This design comes from an exercise in tuning for small area, a short achievable clock period and few clock cycles per item on the open sky130 flow, not from production work. Only simulation tests tie the RTL to the original design; equivalence was not proved.

==> flow/design.v, too long to show whole: its modules and the start of the top module <==
// module SNN: 1785 lines
// module FA: 4 lines
// module XNM: 3 lines
// module ORM: 3 lines
// module XRM: 3 lines
// module ANM: 3 lines
module SNN(
	input clk,
	input rst_n,
	input in_valid,
	input [7:0] img,
	input [7:0] ker,
	input [7:0] weight,
	output reg out_valid,
	output reg [9:0] out_data
);
  // ...
==> flow/flow/run.sh <==
#!/bin/bash
set -euo pipefail
export BUFFER_PORTS_ARGS="-buffer_cell sky130_fd_sc_hd__buf_4"
export SETUP_SLACK_MARGIN=10.85
export CTS_ARGS="-sink_clustering_enable -repair_clock_nets -dont_use_dummy_load -sink_clustering_size 25 -sink_clustering_max_diameter 80 -buf_list {sky130_fd_sc_hd__clkbuf_8 sky130_fd_sc_hd__clkbuf_16}"
bash standard.sh > standard_flow.log 2>&1
==> flow/standard.sh <==
#!/bin/bash
# synth_recipe.tcl (not shown) runs the flow's synth.tcl, then flattens the netlist and writes it again
# the make line also repeats each setting of config.mk as NAME=value (left out here)
make -C /OpenROAD-flow-scripts/flow DESIGN_CONFIG=/design/flow/config.mk WORK_HOME=/design/flow/orfs CLKGATE_MAP_FILE= SYNTH_SCRIPT=/design/flow/synth_recipe.tcl "${@:-finish}"
==> flow/config.mk <==
export PLATFORM = sky130hd
export DESIGN_NAME = SNN
export DESIGN_NICKNAME = SNN
export VERILOG_FILES = /design/flow/design.v
export SDC_FILE = /design/flow/constraint.sdc
export NUM_CORES = 4
export LEC_CHECK = 0
export CAP_MARGIN = 20
export CORE_MARGIN = 2
export CORE_UTILIZATION = 55
export CTS_BUF_LIST = sky130_fd_sc_hd__clkbuf_8 sky130_fd_sc_hd__clkbuf_16
export CTS_CLUSTER_DIAMETER = 80
export CTS_CLUSTER_SIZE = 25
export SLEW_MARGIN = 20
export SYNTH_HIERARCHICAL = 1
==> flow/constraint.sdc <==
create_clock -name core_clock -period 15.0 [get_ports {clk}]
set_input_delay 3.0000 -clock core_clock [delete_from_list [all_inputs] [get_ports {clk}]]
set_output_delay 3.0000 -clock core_clock [all_outputs]
set_load 0.01 [all_outputs]
==> key figures, run 1 <==
Final layout
  – Multi-input gates: 1,876
  – Fillers: 4,588
  – ClkCell Share: 2.17%
  – Post-route design area: 33,500 sq um
  – # diodes: 0

Floorplan
  – DIE HEIGHT: 242 um
  – Die Wd: 242 um

Critical path
  – Worst Setup Start Kind: register
  – Reg2reg end: out_data[3]$_DFF_PN0_
  – Flop2flop setup slack: 10.79 ns
  – Worst path required time: 15.52 ns
  – Critical Path Max Stage Delay: 0.56 ns
  – Top delay family on crit path: compound AO/OA/AOI/OAI gates
  – Critical Path Stages: 17
  – Worst setup endpoint: out_data[3]$_DFF_PN0_

Logic synthesis
  – Top post-synthesis cells by area: fa_1 (38%), dfxtp_1 (21%), edfxtp_1 (12%)
  – Post-synth EDFFs: 130
  – Synth Area in Simple Gates: 12.2%
  – Asr flop ratio synth: 4.83%
  – Synth cell count leaders: nand2_1 (627), fa_1 (601), dfxtp_1 (323)
  – Avg Cell Area, Syn: 12.1 sq um
  – Yosys warns: 7
  – Adder-Cell Fraction of Synth Area: 41.6%
  – Largest family of logic cells by synthesized area: adder cells

Placement
  – GP Congestion: 0.909
  – Port bufs: 37

Hold path
  – Hold Crit Start: gq3[5]$_DFF_P_
  – WHS Endpoint: gq2[5]$_DFF_P_

STA
  – Hold WS: 0.289 ns
  – Unrepaired setup endpoints after global routing: yes

CTS
  – CTS Buf Count: 29
  – CTS Buffer Depth: 3
  – Cts hold-fix bufs: 0
  – Clk sink count: 476
  – Root buffer cell: clkbuf_16
  – Worst-skew pair later-pin latency: 0.62 ns
  – CTS tree: built

Global route
  – Grt peak-use layer: met2

Run status
  – Outcome: finished clean

Drt
  – Post-DRT Antenna Nets: 0
Testbench counts, summed over its fixed seeds: cycles 25,920, items 320.
==> run 2: changes to the inputs <==
--- a/flow/design.v
+++ b/flow/design.v
@@ -1662,16 +1662,120 @@
 wire aq_c133 = ~(aq_c46 ^ aq_c112);
 wire aq_c134 = ~(aq_c47 ^ aq_c98);
 wire aq_c135 = ~(aq_c48 ^ aq_c114);
 wire aq_c136 = ~(aq_c49 ^ aq_c88);
 wire aq_c137 = ~(aq_c50 ^ aq_c116);
 wire aq_c138 = ~(aq_c51 ^ aq_c100);
 wire aq_c139 = ~(aq_c52 ^ aq_c118);
 wire [7:0] qsum = {aq_c139, aq_c138, aq_c137, aq_c136, aq_c135, aq_c134, aq_c133, aq_c132};
+wire al_c1 = ~ys_n[1];
+wire al_c2 = ~ys_n[2];
+wire al_c3 = ~ys_n[3];
+wire al_c4 = ~ys_n[4];
+wire al_c5 = ~ys_n[5];
+wire al_c6 = ~ys_n[6];
+wire al_c7 = ~ys_n[7];
+wire al_c8 = ~ys_n[8];
+wire al_c9 = gq0n[0] & al_c1;
+wire al_c10 = gq0n[1] & al_c2;
+wire al_c11 = gq0n[2] & al_c3;
+wire al_c12 = gq0n[3] & al_c4;
+wire al_c13 = gq0n[4] & al_c5;
+wire al_c14 = gq0n[5] & al_c6;
+wire al_c15 = gq0n[6] & al_c7;
+wire al_c16 = gq0n[7] & al_c8;
+wire al_c17 = 1'b0 & 1'b1;
+wire al_c18 = gq0n[0] ^ al_c1;
+wire al_c19 = gq0n[1] ^ al_c2;
+wire al_c20 = gq0n[2] ^ al_c3;
+wire al_c21 = gq0n[3] ^ al_c4;
+wire al_c22 = gq0n[4] ^ al_c5;
+wire al_c23 = gq0n[5] ^ al_c6;
+wire al_c24 = gq0n[6] ^ al_c7;
+wire al_c25 = gq0n[7] ^ al_c8;
+wire al_c26 = 1'b0 ^ 1'b1;
+wire al_c27 = ~1'b1;
+wire al_c28 = al_c9 | (al_c18 & al_c27);
+wire al_c29, al_c30; PGN ual_c29 (al_c10, al_c19, al_c28, al_c18, al_c29, al_c30);
+wire al_c31, al_c32; PGN ual_c31 (al_c12, al_c21, al_c11, al_c20, al_c31, al_c32);
+wire al_c33, al_c34; PGN ual_c33 (al_c14, al_c23, al_c13, al_c22, al_c33, al_c34);
+wire al_c35, al_c36; PGN ual_c35 (al_c16, al_c25, al_c15, al_c24, al_c35, al_c36);
+wire al_c37, al_c38; PGN ual_c37 (al_c31, al_c32, al_c29, al_c30, al_c37, al_c38);
+wire al_c39, al_c40; PGN ual_c39 (al_c35, al_c36, al_c33, al_c34, al_c39, al_c40);
+wire al_c41, al_c42; PGN ual_c41 (al_c39, al_c40, al_c37, al_c38, al_c41, al_c42);
+wire al_c43, al_c44; PGN ual_c43 (al_c33, al_c34, al_c37, al_c38, al_c43, al_c44);
+wire al_c45, al_c46; PGN ual_c45 (al_c11, al_c20, al_c29, al_c30, al_c45, al_c46);
+wire al_c47, al_c48; PGN ual_c47 (al_c13, al_c22, al_c37, al_c38, al_c47, al_c48);
+wire al_c49, al_c50; PGN ual_c49 (al_c15, al_c24, al_c43, al_c44, al_c49, al_c50);
+wire al_c51, al_c52; PGN ual_c51 (al_c17, al_c26, al_c41, al_c42, al_c51, al_c52);
+wire al_c53 = ~(al_c18 ^ al_c27);
+wire al_c54 = ~(al_c19 ^ al_c28);
+wire al_c55 = ~(al_c20 ^ al_c29);
+wire al_c56 = ~(al_c21 ^ al_c45);
+wire al_c57 = ~(al_c22 ^ al_c37);
+wire al_c58 = ~(al_c23 ^ al_c47);
+wire al_c59 = ~(al_c24 ^ al_c43);
+wire al_c60 = ~(al_c25 ^ al_c49);
+wire al_c61 = ~(al_c26 ^ al_c41);
+wire al_c62 = ~(al_c53 ^ al_c61);
+wire al_c63 = ~(al_c54 ^ al_c61);
+wire al_c64 = ~(al_c55 ^ al_c61);
+wire al_c65 = ~(al_c56 ^ al_c61);
+wire al_c66 = ~(al_c57 ^ al_c61);
+wire al_c67 = ~(al_c58 ^ al_c61);
+wire al_c68 = ~(al_c59 ^ al_c61);
+wire al_c69 = ~(al_c60 ^ al_c61);
+wire al_c70 = dbn[0] & al_c62;
+wire al_c71 = dbn[1] & al_c63;
+wire al_c72 = dbn[2] & al_c64;
+wire al_c73 = dbn[3] & al_c65;
+wire al_c74 = dbn[4] & al_c66;
+wire al_c75 = dbn[5] & al_c67;
+wire al_c76 = dbn[6] & al_c68;
+wire al_c77 = dbn[7] & al_c69;
+wire al_c78 = dbn[8] & 1'b1;
+wire al_c79 = dbn[9] & 1'b1;
+wire al_c80 = dbn[0] ^ al_c62;
+wire al_c81 = dbn[1] ^ al_c63;
+wire al_c82 = dbn[2] ^ al_c64;
+wire al_c83 = dbn[3] ^ al_c65;
+wire al_c84 = dbn[4] ^ al_c66;
+wire al_c85 = dbn[5] ^ al_c67;
+wire al_c86 = dbn[6] ^ al_c68;
+wire al_c87 = dbn[7] ^ al_c69;
+wire al_c88 = dbn[8] ^ 1'b1;
+wire al_c89 = dbn[9] ^ 1'b1;
+wire al_c90 = ~al_c61;
+wire al_c91 = al_c70 | (al_c80 & al_c90);
+wire al_c92, al_c93; PGN ual_c92 (al_c71, al_c81, al_c91, al_c80, al_c92, al_c93);
+wire al_c94, al_c95; PGN ual_c94 (al_c73, al_c83, al_c72, al_c82, al_c94, al_c95);
+wire al_c96, al_c97; PGN ual_c96 (al_c75, al_c85, al_c74, al_c84, al_c96, al_c97);
+wire al_c98, al_c99; PGN ual_c98 (al_c77, al_c87, al_c76, al_c86, al_c98, al_c99);
+wire al_c100, al_c101; PGN ual_c100 (al_c79, al_c89, al_c78, al_c88, al_c100, al_c101);
+wire al_c102, al_c103; PGN ual_c102 (al_c94, al_c95, al_c92, al_c93, al_c102, al_c103);
+wire al_c104, al_c105; PGN ual_c104 (al_c98, al_c99, al_c96, al_c97, al_c104, al_c105);
+wire al_c106, al_c107; PGN ual_c106 (al_c104, al_c105, al_c102, al_c103, al_c106, al_c107);
+wire al_c108, al_c109; PGN ual_c108 (al_c96, al_c97, al_c102, al_c103, al_c108, al_c109);
+wire al_c110, al_c111; PGN ual_c110 (al_c100, al_c101, al_c106, al_c107, al_c110, al_c111);
+wire al_c112, al_c113; PGN ual_c112 (al_c72, al_c82, al_c92, al_c93, al_c112, al_c113);
+wire al_c114, al_c115; PGN ual_c114 (al_c74, al_c84, al_c102, al_c103, al_c114, al_c115);
+wire al_c116, al_c117; PGN ual_c116 (al_c76, al_c86, al_c108, al_c109, al_c116, al_c117);
+wire al_c118, al_c119; PGN ual_c118 (al_c78, al_c88, al_c106, al_c107, al_c118, al_c119);
+wire al_c120 = ~(al_c80 ^ al_c90);
+wire al_c121 = ~(al_c81 ^ al_c91);
+wire al_c122 = ~(al_c82 ^ al_c92);
+wire al_c123 = ~(al_c83 ^ al_c112);
+wire al_c124 = ~(al_c84 ^ al_c102);
+wire al_c125 = ~(al_c85 ^ al_c114);
+wire al_c126 = ~(al_c86 ^ al_c108);
+wire al_c127 = ~(al_c87 ^ al_c116);
+wire al_c128 = ~(al_c88 ^ al_c106);
+wire al_c129 = ~(al_c89 ^ al_c118);
+wire [9:0] dnew = {al_c129, al_c128, al_c127, al_c126, al_c125, al_c124, al_c123, al_c122, al_c121, al_c120};
 always @(posedge clk) begin
 	ys_n <= ~ysum;
 	qs <= qsum;
 end
 wire [7:0] gs = ~ys_n[8:1];
 reg pool_v0, pool_v1, pool_v2, pool_v3, pool_f;
 always @(*) begin
 	case (s)
@@ -1759,20 +1863,18 @@
 	end else begin
 		g_ins <= ins_n;
 		g_img1 <= acc_n;
 		g_first <= (s == 7'd67);
 		fin <= (s == 7'd77);
 	end
 end
 wire [9:0] dbase = g_first ? 10'd0 : dacc;
-wire [8:0] de = {1'b0, gq0} - {1'b0, gs};
-wire dneg = de[8];
-wire [7:0] dmag = de[7:0] ^ {8{dneg}};
-wire [9:0] dnew = dbase + {2'd0, dmag} + {9'd0, dneg};
+wire [9:0] dbn = ~dbase;
+wire [7:0] gq0n = ~gq0;
 wire dbig = dnew[9:4] != 6'd0;
 always @(posedge clk) begin
 	gq0 <= gq1; gq1 <= gq2; gq2 <= gq3; gq3 <= g_ins ? gs : gq0;
 	if (g_img1) dacc <= dnew;
 end
 always @(posedge clk or negedge rst_n) begin
 	if (!rst_n) begin
 		out_valid <= 1'b0;
@@ -1782,16 +1884,20 @@
 		out_data <= (fin && dbig) ? dnew : 10'd0;
 	end
 end
 endmodule
 module FA(input a, input b, input c, output s, output co);
   assign s = a ^ b ^ c;
   assign co = (a & b) | (a & c) | (b & c);
 endmodule
+module PGN(input g, input p, input gl, input pl, output go, output po);
+  assign go = g | (p & gl);
+  assign po = p & pl;
+endmodule
 module XNM(input a, input b, output y);
   assign y = ~(a ^ b);
 endmodule
 module ORM(input a, input b, output y);
   assign y = a | b;
 endmodule
 module XRM(input a, input b, output y);
   assign y = a ^ b;
==> key figures, run 2 <==
Global route
  – GRT Util Overall: 28.2% (was 27.7%)
  – Grt peak-use layer: met2 (unchanged)
  – M2 GR Usage: 51.2% (was 48.4%)
  – Vias in the first global route: 20,600 (was 20,800)
  – Largest net degree at the start of global routing: 56 (was 58)
  – Grt ovf: 0 (unchanged)
  – Met3 Use GR: 3.68% (was 5.32%)
  – First-pass GRT wire length: 124 mm (was 122 mm)
  – Grt met1 use: 35.3% (was 34.4%)
  – Antenna violations before repair: 1 (unchanged)

Final layout
  – Share of layout cells above drive strength 1: 10.7% (was 12.8%)
  – Area delta synth->final: 6.24% (was 7.00%)
  – # diodes: 0 (unchanged)
  – Nets: 3,215 (was 3,269)
  – Most common cell after layout, fill and taps aside: nand2_1 (unchanged)
  – Most frequent cells in the layout: nand2_1 (621), fa_1 (594), dfxtp_1 (256), edfxtp_1 (130), buf_4 (85) (was nand2_1 (625), fa_1 (585), dfxtp_1 (253), edfxtp_1 (130), buf_4 (92))
  – Biggest register: r3a (unchanged)
  – Biggest regs: r3a (20), r2a (19), r3b (18) (unchanged)
  – Max FFs per register: 20 (unchanged)

Drt
  – Wirelength per Cell: 24.3 um (was 23.6 um)
  – Vias post-DR: 18,300 (was 18,500)
  – Routed wire length: 79.2 mm (was 78.3 mm)
  – 1st-iter DRT viols: 1,267 (was 1,450)
  – Post-DRT Antenna Nets: 0 (unchanged)
  – Detailed-route DRC error count: 0 (unchanged)
  – TritonRoute pass-1 iters: 6 (was 8)
  – Vias per cell: 5.60 (was 5.57)

Hold path
  – Hold Crit Start: sr8[0]$_DFF_P_ (was gq3[5]$_DFF_P_)
  – WHS Endpoint: sr9[0]$_DFF_P_ (was gq2[5]$_DFF_P_)
  – Hold crit path type: reg2reg (unchanged)
  – Worst hold path depth: 0 (unchanged)

CTS
  – Cts hold-fix bufs: 0 (unchanged)
  – CTS tree: built (unchanged)
  – Clock slew at reported path FFs: 0.09 ns (about the same)
  – H-tree Lvls: 1 (unchanged)
  – Worst-skew pair later-pin latency: 0.62 ns (about the same)
  – CTS Buffer Depth: 3 (unchanged)
  – Root buffer cell: clkbuf_16 (unchanged)
  – Clk sink count: 476 (unchanged)
  – CTS Buf Count: 31 (was 29)

Placement
  – GP Congestion: 0.925 (was 0.909)
  – Port bufs: 37 (unchanged)
  – HPWL Detailed: 62.7 mm (was 61.9 mm)
  – Place WS: 10.77 ns (was 10.54 ns)

Logic synthesis
  – Avg Cell Area, Syn: 12.2 sq um (was 12.1 sq um)
  – Post-Syn Area: 31,100 sq um (was 31,300 sq um)
  – Gate Count Post-Synth: 2,555 (was 2,590)
  – Yosys warns: 7 (unchanged)

Floorplan
  – Die area: 58,400 sq um (was 58,800 sq um)
  – Core ar.: 56,200 sq um (was 56,300 sq um)
  – Die Wd: 242 um (about the same)
  – DIE HEIGHT: 242 um (about the same)
  – Starting Density: 55.3% (was 55.5%)
  – Row count: 87 (unchanged)
  – Ports: 38 (unchanged)

Critical path
  – Critical path buffers and inverters: 1 (was 3)
  – Worst path required time: 12.00 ns (was 15.52 ns)
  – RR Startpoint: k3[3]$_DFFE_PN_ (was ys_n[1]$_DFF_P_)
  – Reg2reg end: r2b[9]$_DFF_P_ (was out_data[3]$_DFF_PN0_)
  – Top delay family on crit path: flip-flops (was compound AO/OA/AOI/OAI gates)
  – Slowest-stage cell, CP: dfrtp_1 (was or4_4)
  – Worst r2r path cells: 8 (was 17)
  – Worst Setup Start Kind: register (unchanged)
  – CP cell instances: buf_6 (was inv_4 -> ha_4 -> inv_2 -> fa_2 -> a211oi_2 -> o21ai_1 -> o211ai_1 -> buf_4 -> xnor2_1 -> ha_1 -> a21oi_2 -> o21bai_2 -> a2111oi_4 -> or4_4 -> a2111o_1 -> a211o_1 -> and3_1)
  – Flop2flop setup slack: 10.93 ns (was 10.79 ns)
  – Critical Path Max Stage Delay: 0.39 ns (was 0.56 ns)
  – Critical Path Stages: 1 (was 17)
  – Crit Path Class: reg2out (was reg2reg)
  – Worst EP arrival: 1.11 ns (was 4.73 ns)
  – Crit-path max FO: 1 (was 5)
  – Crit end category: primary output (was register)

STA
  – Clock Skew: 0.0495 ns (was 0.0718 ns)
  – Tmin final: 4.11 ns (was 4.21 ns)
  – # setup viols final: 0 (unchanged)
  – Slew Viols, Final: 0 (unchanged)
  – Setup WS post-layout: 10.89 ns (was 10.79 ns)
  – Unrepaired setup endpoints after global routing: no (was yes)
  – Final TNS setup: 0 ns (unchanged)
  – Final period utilization: 27.4% (was 28.1%)
  – Fin. Hold Viols: 0 (unchanged)
  – Max-slew headroom at the worst pin: 37.7% (was 27.8%)
  – Hold WS: 0.304 ns (was 0.289 ns)
  – Max Fclk: 0.243 GHz (was 0.238 GHz)
  – Worst Tran Pin Value: 0.935 ns (was 1.07 ns)

Run status
  – Outcome: finished clean (unchanged)

Job
  – Max_cap viols: 0 (unchanged)
==> run 2: what timing repair did <==
item / CTS / global route
pin swaps: 2 / 8
setup endpoints to repair: 17 / 45
cloned: 0 / 0
gates resized for setup: 17 / 70
setup buffers: 13 / 36
==> run 2: how the worst max path moves through the flow <==
stage	slack (ns)	to	start
after floorplan	11.07	r2b[10]$_DFF_P_	sr7[5]$_DFF_P_
after global placement	10.80	r3b[10]$_DFF_P_	kb[5]$_DFF_P_
after detailed placement	10.77	out_data[0]$_DFF_PN0_	ys_n[2]$_DFF_P_
after CTS	10.84	out_data[0]$_DFF_PN0_	ys_n[7]$_DFF_P_
after global routing	10.83	r2b[9]$_DFF_P_	k3[4]$_DFFE_PN_
final	10.89	out_valid	out_valid$_DFF_PN0_
==> run 2: metal layers <==
layer  vias up  part of all wire, %
met5         -                    0
li1       7912                    -
met2       597                   53
met1      9635                   39
met3       146                  4.8
met4         0                  3.5
==> run 2: stage by stage <==
| stage | util (%) | instances | cell area, sq um |
|---|---|---|---|
| after floorplan | - | 2565 | 31100 |
| after global placement | 56.4 | 3186 | 31700 |
| after detailed placement | 56.4 | 3186 | 31700 |
| after CTS | 58.1 | 3230 | 32600 |
| after global routing | 58.8 | 3266 | 33000 |
| final | 58.8 | 3266 | 33000 |
==> run 2: cell type report <==
class,count,area [sq um]
clock buffers,31,776
fillers,4709,23200
inverters,71,267
multi-input cells,1841,19300
flip-flops and latches,476,11000
well taps,756,946
repair buffers,91,714
Testbench counts of run 2, summed over its fixed seeds: cycles 25,920, items 320.
==> run 3: changes to the inputs <==
==> flow/run.sh (new file) <==
#!/bin/bash
# synth_recipe.tcl (not shown) runs the flow's synth.tcl, then flattens the netlist and writes it again
# the make line also repeats each setting of config.mk as NAME=value (left out here)
make -C /OpenROAD-flow-scripts/flow DESIGN_CONFIG=/design/flow/config.mk WORK_HOME=/design/flow/orfs CLKGATE_MAP_FILE= SYNTH_SCRIPT=/design/flow/synth_recipe.tcl finish
removed: flow/flow/run.sh
removed: flow/standard.sh
==> key figures, run 3 <==
Run status
  – Outcome: finished clean (unchanged)

Final layout
  – Fillers: 4,661 (was 4,709)
  – Area delta synth->final: 5.56% (was 6.24%)
  – Share of layout cells above drive strength 1: 4.75% (was 10.7%)
  – Post-route design area: 32,800 sq um (was 33,000 sq um)
  – Most frequent cells in the layout: nand2_1 (621), fa_1 (599), dfxtp_1 (323), edfxtp_1 (130), xnor2_1 (79) (was nand2_1 (621), fa_1 (594), dfxtp_1 (256), edfxtp_1 (130), buf_4 (85))
  – Biggest register: r3a (unchanged)
  – Most common cell after layout, fill and taps aside: nand2_1 (unchanged)
  – Max FFs per register: 20 (unchanged)
  – FF/Latch Area: 10,900 sq um (was 11,000 sq um)
  – Biggest regs: r3a (20), r2a (19), r3b (18) (unchanged)
  – # diodes: 0 (unchanged)
  – Nets: 3,163 (was 3,215)
  – Area occupied by multi-input gates: 19,200 sq um (was 19,300 sq um)

STA
  – Fin. Hold Viols: 0 (unchanged)
  – Clock Skew: 0.0236 ns (was 0.0495 ns)
  – Slew Viols, Final: 0 (unchanged)
  – # setup viols final: 0 (unchanged)
  – Final period utilization: 29.9% (was 27.4%)
  – Setup WS post-layout: 10.51 ns (was 10.89 ns)
  – Unrepaired setup endpoints after global routing: no (unchanged)
  – Max Fclk: 0.223 GHz (was 0.243 GHz)
  – Max-slew headroom at the worst pin: 31.9% (was 37.7%)
  – Hold WS: 0.331 ns (was 0.304 ns)
  – Final TNS setup: 0 ns (unchanged)
  – Worst Tran Pin Value: 1.02 ns (was 0.935 ns)
  – Tmin final: 4.49 ns (was 4.11 ns)

Global route
  – Grt ovf: 0 (unchanged)
  – GRT Util Overall: 27.3% (was 28.2%)
  – Vias in the first global route: 20,200 (was 20,600)
  – First-pass GRT wire length: 120 mm (was 124 mm)
  – Antenna violations before repair: 3 (was 1)
  – Largest net degree at the start of global routing: 56 (unchanged)

Hold path
  – Hold crit path type: reg2reg (unchanged)
  – Worst hold path depth: 0 (unchanged)

Logic synthesis
  – Gate Count Post-Synth: 2,555 (unchanged)
  – Post-Syn Area: 31,100 sq um (unchanged)
  – Avg Cell Area, Syn: 12.2 sq um (unchanged)
  – Yosys warns: 7 (unchanged)

Floorplan
  – Core ar.: 56,200 sq um (unchanged)
  – DIE HEIGHT: 242 um (unchanged)
  – Die area: 58,400 sq um (unchanged)
  – Die Wd: 242 um (unchanged)
  – Row count: 87 (unchanged)
  – Starting Density: 55.3% (unchanged)
  – Ports: 38 (unchanged)

CTS
  – Root buffer cell: clkbuf_16 (unchanged)
  – CTS tree: built (unchanged)
  – CTS Buffer Depth: 3 (unchanged)
  – Post-CTS Setup Bufs: 0 (was 13)
  – Post-CTS Resized: 0 (was 17)
  – CTS Buf Count: 29 (was 31)
  – Cts hold-fix bufs: 0 (unchanged)
  – H-tree Lvls: 1 (unchanged)
  – Clock slew at reported path FFs: 0.10 ns (was 0.09 ns)
  – Clk sink count: 476 (unchanged)
  – Worst-skew pair later-pin latency: 0.61 ns (was 0.62 ns)

Critical path
  – Critical Path Stages: 1 (unchanged)
  – Crit end category: primary output (unchanged)
  – Worst EP arrival: 1.49 ns (was 1.11 ns)
  – Slowest-stage cell, CP: clkdlybuf4s50_1 (was dfrtp_1)
  – Worst path required time: 12.00 ns (about the same)
  – CP cell instances: clkdlybuf4s50_1 (was buf_6)
  – Worst r2r path cells: 8 (unchanged)
  – Critical path buffers and inverters: 1 (unchanged)
  – Crit-path max FO: 1 (unchanged)
  – Flop2flop setup slack: 10.76 ns (was 10.93 ns)
  – Worst Setup Start Kind: register (unchanged)
  – Crit Path Class: reg2out (unchanged)
  – Critical Path Max Stage Delay: 0.54 ns (was 0.39 ns)
  – Top delay family on crit path: buffers and inverters (was flip-flops)

Placement
  – Place WS: 10.71 ns (was 10.77 ns)
  – Post-DP Area: 31,800 sq um (was 31,700 sq um)
  – HPWL Detailed: 60.7 mm (was 62.7 mm)
  – Port bufs: 37 (unchanged)
  – GP Congestion: 0.952 (was 0.925)

Drt
  – Vias per cell: 5.55 (was 5.60)
  – Vias post-DR: 18,000 (was 18,300)
  – 1st-iter DRT viols: 1,027 (was 1,267)
  – Wirelength per Cell: 23.5 um (was 24.3 um)
  – Post-DRT Antenna Nets: 0 (unchanged)
  – Routed wire length: 76.1 mm (was 79.2 mm)
  – Detailed-route DRC error count: 0 (unchanged)
  – TritonRoute pass-1 iters: 8 (was 6)

Job
  – Max_cap viols: 0 (unchanged)
-- run 3: worst paths after layout --
| check | start | endpoint |
|---|---|---|
| worst max-delay path | out_valid$_DFF_PN0_ | out_valid |
| worst min-delay path | sr3[3]$_DFF_P_ | sr4[3]$_DFF_P_ |
| worst max register to register | opb[3]$_DFF_P_ | r3b[10]$_DFF_P_ |
| worst min register to register | sr3[3]$_DFF_P_ | sr4[3]$_DFF_P_ |
| max in group asynchronous | rst_n | g_first$_DFF_PN0_ |
| min in group asynchronous | rst_n | out_data[8]$_DFF_PN0_ |
-- run 3: final cells by class --
| class | count | share of cell area, % |
|---|---|---|
| clock buffers | 29 | 2.21 |
| clock inverters | 24 | 0.877 |
| inverters | 71 | 0.812 |
| multi-input cells | 1841 | 58.6 |
| flip-flops and latches | 476 | 33.4 |
| well taps | 756 | 2.88 |
| repair buffers | 41 | 1.21 |
-- run 3: per-stage QoR --
| stage | utilization [%] | std cells |
|---|---|---|
| 2_1_floorplan | - | 2565 |
| 3_3_place_gp | 56.6 | 3185 |
| 3_5_place_dp | 56.6 | 3185 |
| 4_1_cts | 58.4 | 3238 |
| 5_1_grt | 58.4 | 3238 |
| 6_report | 58.4 | 3238 |
-- run 3: per-layer routing --
layer	global-route usage [%]	vias to the layer above	wire, um
met1	35.3	9408	30000
met5	0	-	0
met4	9.89	0	3210
met3	3.23	145	3760
met2	47.7	562	39100
li1	-	7844	-

[static timing again, ports no longer ideal]
No port has a modelled driver above. Below, the same layouts with a new extraction and two added sets of constraints. Step 1 sets driving cells, clkbuf_16 on the clock port and buf_2 on the other inputs (assumed; they add their load-dependent delay and slew). Step 2 also shifts input and output timing later by t, the mid clock arrival at the registers, as if the neighbouring blocks saw the same clock. Three values: ideal, step 1, step 2; two values: the first two.
| run | shift t [ns] | slack for setup (ns) | latest minus earliest clock arrival (ns) | slew at the worst register clock pin (ns) | cell pins on the clock port's net |
|---|---|---|---|---|---|
| run 1 | 0.649 | 10.791 / 10.791 / 10.791 | 0.072 / 0.072 | 0.10 / 0.10 | 1 |
| run 2 | 0.654 | 10.890 / 10.830 / 10.934 | 0.050 / 0.050 | 0.10 / 0.10 | 1 |
| run 3 | 0.660 | 10.514 / 10.453 / 10.760 | 0.024 / 0.024 | 0.10 / 0.10 | 1 |
After both steps every run listed still meets setup and hold.
